This is an optimization exercise on Yosys and OpenROAD, whose aim is small area, a short achievable clock period and few clock cycles per item, not a production implementation. In this exercise RTL edits were held to simulation tests only and were not proved equivalent to the original.

Design vs4x400_core, start of the top module:
module vs4x400_core (
    input clk, input reset,
    input start_search,
    input [9:0] vector_count,
    input [7:0] dim_size,
    output reg [11:0] mem_addr,
    input signed [63:0] mem_data,
    output [31:0] max_score,
    output reg [7:0] winner_id,
    output reg busy
);
Size: ~170 flip-flops, about 140 I/O pins.
Settings: LEC_CHECK=0, CAP_MARGIN=20, CORE_MARGIN=2, CORE_UTILIZATION=40, SLEW_MARGIN=20; clock period 16.0 ns.
standard.sh (not shown) runs the stock make flow with config.mk's settings and CLKGATE_MAP_FILE= SYNTH_SCRIPT=/design/flow/synth_recipe.tcl, a recipe that flattens the netlist after the stock synthesis.
==> flow/flow/run.sh <==
#!/bin/bash
# The standard layout (standard synthesis unchanged), with two changes to how the layout is
# made: every port still gets a buffer, but outputs get buf_4 and inputs buf_1 instead of the
# delay buffer buffer_ports picks by default; and the resizer's repair aims for setup slack
# below the clock period. Each tool's output is in orfs/logs; make's output in standard.log.
set -euo pipefail
here=$(pwd)
bash standard.sh \
  PRE_GLOBAL_PLACE_TCL="$here/flow/ports.tcl" \
  BUFFER_PORTS_ARGS="-inputs -buffer_cell sky130_fd_sc_hd__buf_1" \
  SETUP_SLACK_MARGIN=11.7 \
  finish > standard.log 2>&1
==> flow/flow/ports.tcl <==
# Sourced before global placement (PRE_GLOBAL_PLACE_TCL): buffer the outputs with buf_4;
# the flow's own buffer_ports call (BUFFER_PORTS_ARGS) then buffers the inputs with buf_1.
buffer_ports -outputs -buffer_cell sky130_fd_sc_hd__buf_4
The first run produced a clean layout.
Testbench counts at the start, summed over its fixed seeds: cycles 76,099, words 75,811.
Then changed:
--- a/flow/flow/run.sh
+++ b/flow/flow/run.sh
@@ -9,4 +9,3 @@
   PRE_GLOBAL_PLACE_TCL="$here/flow/ports.tcl" \
   BUFFER_PORTS_ARGS="-inputs -buffer_cell sky130_fd_sc_hd__buf_1" \
-  SETUP_SLACK_MARGIN=11.7 \
   finish > standard.log 2>&1
After rerunning: The changed run ran to the end with no violations. Fmax shrinks by about 8%. Worst hold slack gets better by 3.6 ps. Count of clock-buffer cells in the layout is unchanged. Die area stays the same. Worst setup slack got worse by 400 ps. Global-route usage falls by 0.20 points. Critical path depth decreases by 3.
Then changed:
--- a/flow/flow/run.sh
+++ b/flow/flow/run.sh
@@ -9,3 +9,4 @@
   PRE_GLOBAL_PLACE_TCL="$here/flow/ports.tcl" \
   BUFFER_PORTS_ARGS="-inputs -buffer_cell sky130_fd_sc_hd__buf_1" \
+  SETUP_SLACK_MARGIN=11.7 \
   finish > standard.log 2>&1
--- a/flow/config.mk
+++ b/flow/config.mk
@@ -8,4 +8,4 @@
 export CAP_MARGIN = 20
 export CORE_MARGIN = 2
-export CORE_UTILIZATION = 40
+export CORE_UTILIZATION = 60
 export SLEW_MARGIN = 20
After rerunning: Critical path depth is higher by 3; first-iteration DRC count is higher by 20%; die area decreases by 33%.
Then changed:
--- a/flow/config.mk
+++ b/flow/config.mk
@@ -8,4 +8,6 @@
 export CAP_MARGIN = 20
 export CORE_MARGIN = 2
-export CORE_UTILIZATION = 60
+export CORE_UTILIZATION = 40
+export CTS_BUF_LIST = sky130_fd_sc_hd__clkbuf_8
+export CTS_CLUSTER_SIZE = 25
 export SLEW_MARGIN = 20
Non-clock buffer count came out higher by 18.
Count of clock-buffer cells in the layout is unchanged.
Clock skew hardly moves.
Utilization came out lower by 23 points.

---

Setup of oak:
vs4x400_core, a different RTL version from the one above (not shown whole).
For scale: roughly 1400 cells after synthesis, about 140 I/O pins.
export LEC_CHECK = 0
export CAP_MARGIN = 20
export CORE_MARGIN = 2
export CORE_UTILIZATION = 40
export SLEW_MARGIN = 20
create_clock -name core_clock -period 16.0 [get_ports {clk}]
==> flow/flow/run.sh <==
#!/bin/bash
# The standard layout (standard synthesis unchanged), with two changes to how the layout is
# made: every port still gets a buffer, but outputs get buf_4 and inputs buf_1 instead of the
# delay buffer buffer_ports picks by default (flow/ports.tcl); and the resizer's repair aims for setup slack
# below the clock period. Each tool's output is in orfs/logs; make's output in standard.log.
set -euo pipefail
here=$(pwd)
bash standard.sh \
  PRE_GLOBAL_PLACE_TCL="$here/flow/ports.tcl" \
  SETUP_SLACK_MARGIN=11.5 \
  finish > standard.log 2>&1
==> flow/flow/ports.tcl <==
# Sourced before global placement (PRE_GLOBAL_PLACE_TCL). global_place.tcl then calls
# buffer_ports; this wraps it so that every port still gets a buffer, but inputs get buf_1 and
# outputs buf_4 instead of the delay buffer buffer_ports picks by default.
rename buffer_ports my_std_buffer_ports
proc buffer_ports {args} {
  my_std_buffer_ports -inputs -buffer_cell sky130_fd_sc_hd__buf_1
  my_std_buffer_ports -outputs -buffer_cell sky130_fd_sc_hd__buf_4
}
Every stage of the flow completed for oak, and the final layout passed the timing, DRC and antenna checks.
Testbench counts of oak, summed over its fixed seeds: cycles 76,099, words 75,811.
diff inputs: oak => pine
--- a/flow/flow/run.sh
+++ b/flow/flow/run.sh
@@ -9,3 +9,3 @@
   PRE_GLOBAL_PLACE_TCL="$here/flow/ports.tcl" \
-  SETUP_SLACK_MARGIN=11.5 \
+  SETUP_SLACK_MARGIN=11.7 \
   finish > standard.log 2>&1
--- a/flow/flow/ports.tcl
+++ b/flow/flow/ports.tcl
@@ -2,3 +2,4 @@
 # buffer_ports; this wraps it so that every port still gets a buffer, but inputs get buf_1 and
-# outputs buf_4 instead of the delay buffer buffer_ports picks by default.
+# outputs buf_4 instead of the delay buffer buffer_ports picks by default. The port buffers are
+# marked dont_touch so that later timing repair keeps them.
 rename buffer_ports my_std_buffer_ports
@@ -7,2 +8,8 @@
   my_std_buffer_ports -outputs -buffer_cell sky130_fd_sc_hd__buf_4
+  set n 0
+  foreach inst [get_cells {input* output*}] {
+    set_dont_touch $inst
+    incr n
+  }
+  puts "ports.tcl: $n port buffers marked dont_touch"
 }
[summary]
As far as proportion of synthesized flip-flops having asynchronous set or reset goes, pine and oak are indistinguishable; the numbers are identical. Status(pine) = ERROR, stage = 4_1_cts. There was hardly any difference in boundary pin count between oak and pine. As far as synthesized netlist cell count goes, oak and pine are indistinguishable; the numbers are identical. Detailed placer's ending HPWL (lower): oak. Between oak and pine, the flow reports final weighted congestion in routability-driven placement decreasing by a few percent. [compare] base=oak new=pine: number of H-tree branching levels closely matched the old numbers, area after synthesis flat. Starting density of the core: pine vs oak identical. Taking oak as the reference, in pine number of cell rows held; post-placement cell area held. Diff pine..oak | post-synthesis area per instance | unchanged.
[inputs] birch vs pine
Settings: CORE_UTILIZATION now 55, was 40; CTS_CLUSTER_SIZE now 50, previously not set; CTS_CLUSTER_DIAMETER now 150, previously not set.
==> flow/flow/ports.tcl <==
# Sourced before global placement (PRE_GLOBAL_PLACE_TCL). global_place.tcl then calls
# buffer_ports; this wraps it so that every port still gets a buffer, but inputs get buf_1 and
# outputs buf_4 instead of the delay buffer buffer_ports picks by default.
rename buffer_ports my_std_buffer_ports
proc buffer_ports {args} {
  my_std_buffer_ports -inputs -buffer_cell sky130_fd_sc_hd__buf_1
  my_std_buffer_ports -outputs -buffer_cell sky130_fd_sc_hd__buf_4
}
Notes after the runs:
birch finished every step from synthesis to the final layout, and the layout passed the timing, DRC and antenna checks.
In birch the horizontal die dimension turned out about 14% lower than in pine.
In birch the die boundary height turned out about 14% lower than in pine.
birch ended up with a lower estimated wirelength of the detail-placed design than pine did.
The share of synthesized registers carrying an async set or reset of birch and that of pine are within noise of each other.
Edits applied to the flow inputs when going from birch to maple:
Settings: clearing CTS_CLUSTER_DIAMETER, which used to be 150; clearing CTS_CLUSTER_SIZE, which used to be 50; swapping 55 for 40 in CORE_UTILIZATION.
--- a/flow/flow/run.sh
+++ b/flow/flow/run.sh
@@ -3,3 +3,3 @@
 # made: every port still gets a buffer, but outputs get buf_4 and inputs buf_1 instead of the
-# delay buffer buffer_ports picks by default (flow/ports.tcl); and the resizer's repair aims for setup slack
+# delay buffer buffer_ports picks by default; and the resizer's repair aims for setup slack
 # below the clock period. Each tool's output is in orfs/logs; make's output in standard.log.
@@ -9,2 +9,3 @@
   PRE_GLOBAL_PLACE_TCL="$here/flow/ports.tcl" \
+  BUFFER_PORTS_ARGS="-inputs -buffer_cell sky130_fd_sc_hd__buf_1" \
   SETUP_SLACK_MARGIN=11.7 \
==> flow/flow/ports.tcl <==
# Sourced before global placement (PRE_GLOBAL_PLACE_TCL): buffer the outputs with buf_4;
# the flow's own buffer_ports call (BUFFER_PORTS_ARGS) then buffers the inputs with buf_1.
buffer_ports -outputs -buffer_cell sky130_fd_sc_hd__buf_4
==> comparison <==
- maple: full flow OK, the timing, DRC and antenna checks passed
- Summary — global routing met1 resource utilization, maple relative to birch: lower, by 9.7 points.
- The data arrival time of the critical path of maple falls short of that of birch by 0.02 ns.
- Fraction of layout cells with a size suffix above 1: maple < birch
- Diff birch and maple: end-of-flow core utilization higher in birch
- Number of gates resized after cts delta for maple relative to birch: 2 lower
- Compared with birch, in maple setup slack +0.014 ns; highest clock rate +0.75 MHz; total core area +about 40%.
## Diff of input files: cedar against maple
Settings: swapping 40 for 55 in CORE_UTILIZATION.
==> flow/flow/run.sh <==
#!/bin/bash
# The standard layout (standard synthesis unchanged), with two changes to how the layout is
# made: every port still gets a buffer, but outputs get buf_4 and inputs buf_1 instead of the
# delay buffer buffer_ports picks by default (flow/ports.tcl); and the resizer's repair aims for setup slack
# below the clock period. Each tool's output is in orfs/logs; make's output in standard.log.
set -euo pipefail
here=$(pwd)
bash standard.sh \
  PRE_GLOBAL_PLACE_TCL="$here/flow/ports.tcl" \
  SETUP_SLACK_MARGIN=11.7 \
  finish > standard.log 2>&1
==> flow/flow/ports.tcl <==
# Sourced before global placement (PRE_GLOBAL_PLACE_TCL). global_place.tcl then calls
# buffer_ports; this wraps it so that every port still gets a buffer, but inputs get buf_1 and
# outputs buf_4 instead of the delay buffer buffer_ports picks by default.
rename buffer_ports my_std_buffer_ports
proc buffer_ports {args} {
  my_std_buffer_ports -inputs -buffer_cell sky130_fd_sc_hd__buf_1
  my_std_buffer_ports -outputs -buffer_cell sky130_fd_sc_hd__buf_4
}
cedar: all stages complete, timing, DRC and antenna checks passed
Against maple as the reference, cedar delivers a lower die width.
Diff maple -> cedar | overall routing resource usage | increase of 6.7 points
For share of the cycle needed by the critical path after routing, cedar and maple come out practically identical.
From maple to cedar the numbers moved as follows: combined flip-flop and latch cell area flat; final area up about 2.6%.

[port drivers added, routing unchanged]
How much do the figures lean on ideal ports? The routed layouts below were timed once more, with nothing changed but the port constraints.
Step 1, drivers: a clkbuf_16 drives clk and a buf_2 each remaining input, both assumed.
Step 2 adds t to the input delays and takes it off the output delays; t is the mean of the earliest and latest rising clock arrival at the registers after step 1. Input paths then give back, and output paths get back, about the clock's delay inside the block.
Slacks: ideal ports / drivers / drivers and shift; pairs: ideal ports / drivers.
run | t, ns | slack for setup (ns) | hold slack, ns
the first run of note 1 | 0.499 | 11.646 / 11.646 / 11.646 | 0.326 / 0.326 / 0.326
the second run of note 1 | 0.495 | 11.248 / 11.248 / 11.248 | 0.330 / 0.330 / 0.330
the third run of note 1 | 0.486 | 11.628 / 11.628 / 11.628 | 0.323 / 0.323 / 0.323
the fourth run of note 1 | 0.544 | 11.658 / 11.613 / 11.661 | 0.331 / 0.331 / 0.331
oak | 0.494 | 11.596 / 11.548 / 11.600 | 0.330 / 0.330 / 0.330
birch | 0.482 | 11.714 / 11.666 / 11.768 | 0.352 / 0.352 / 0.352
maple | 0.493 | 11.728 / 11.676 / 11.790 | 0.328 / 0.328 / 0.328
cedar | 0.482 | 11.714 / 11.666 / 11.768 | 0.352 / 0.352 / 0.352
After both steps every run listed still meets setup and hold.
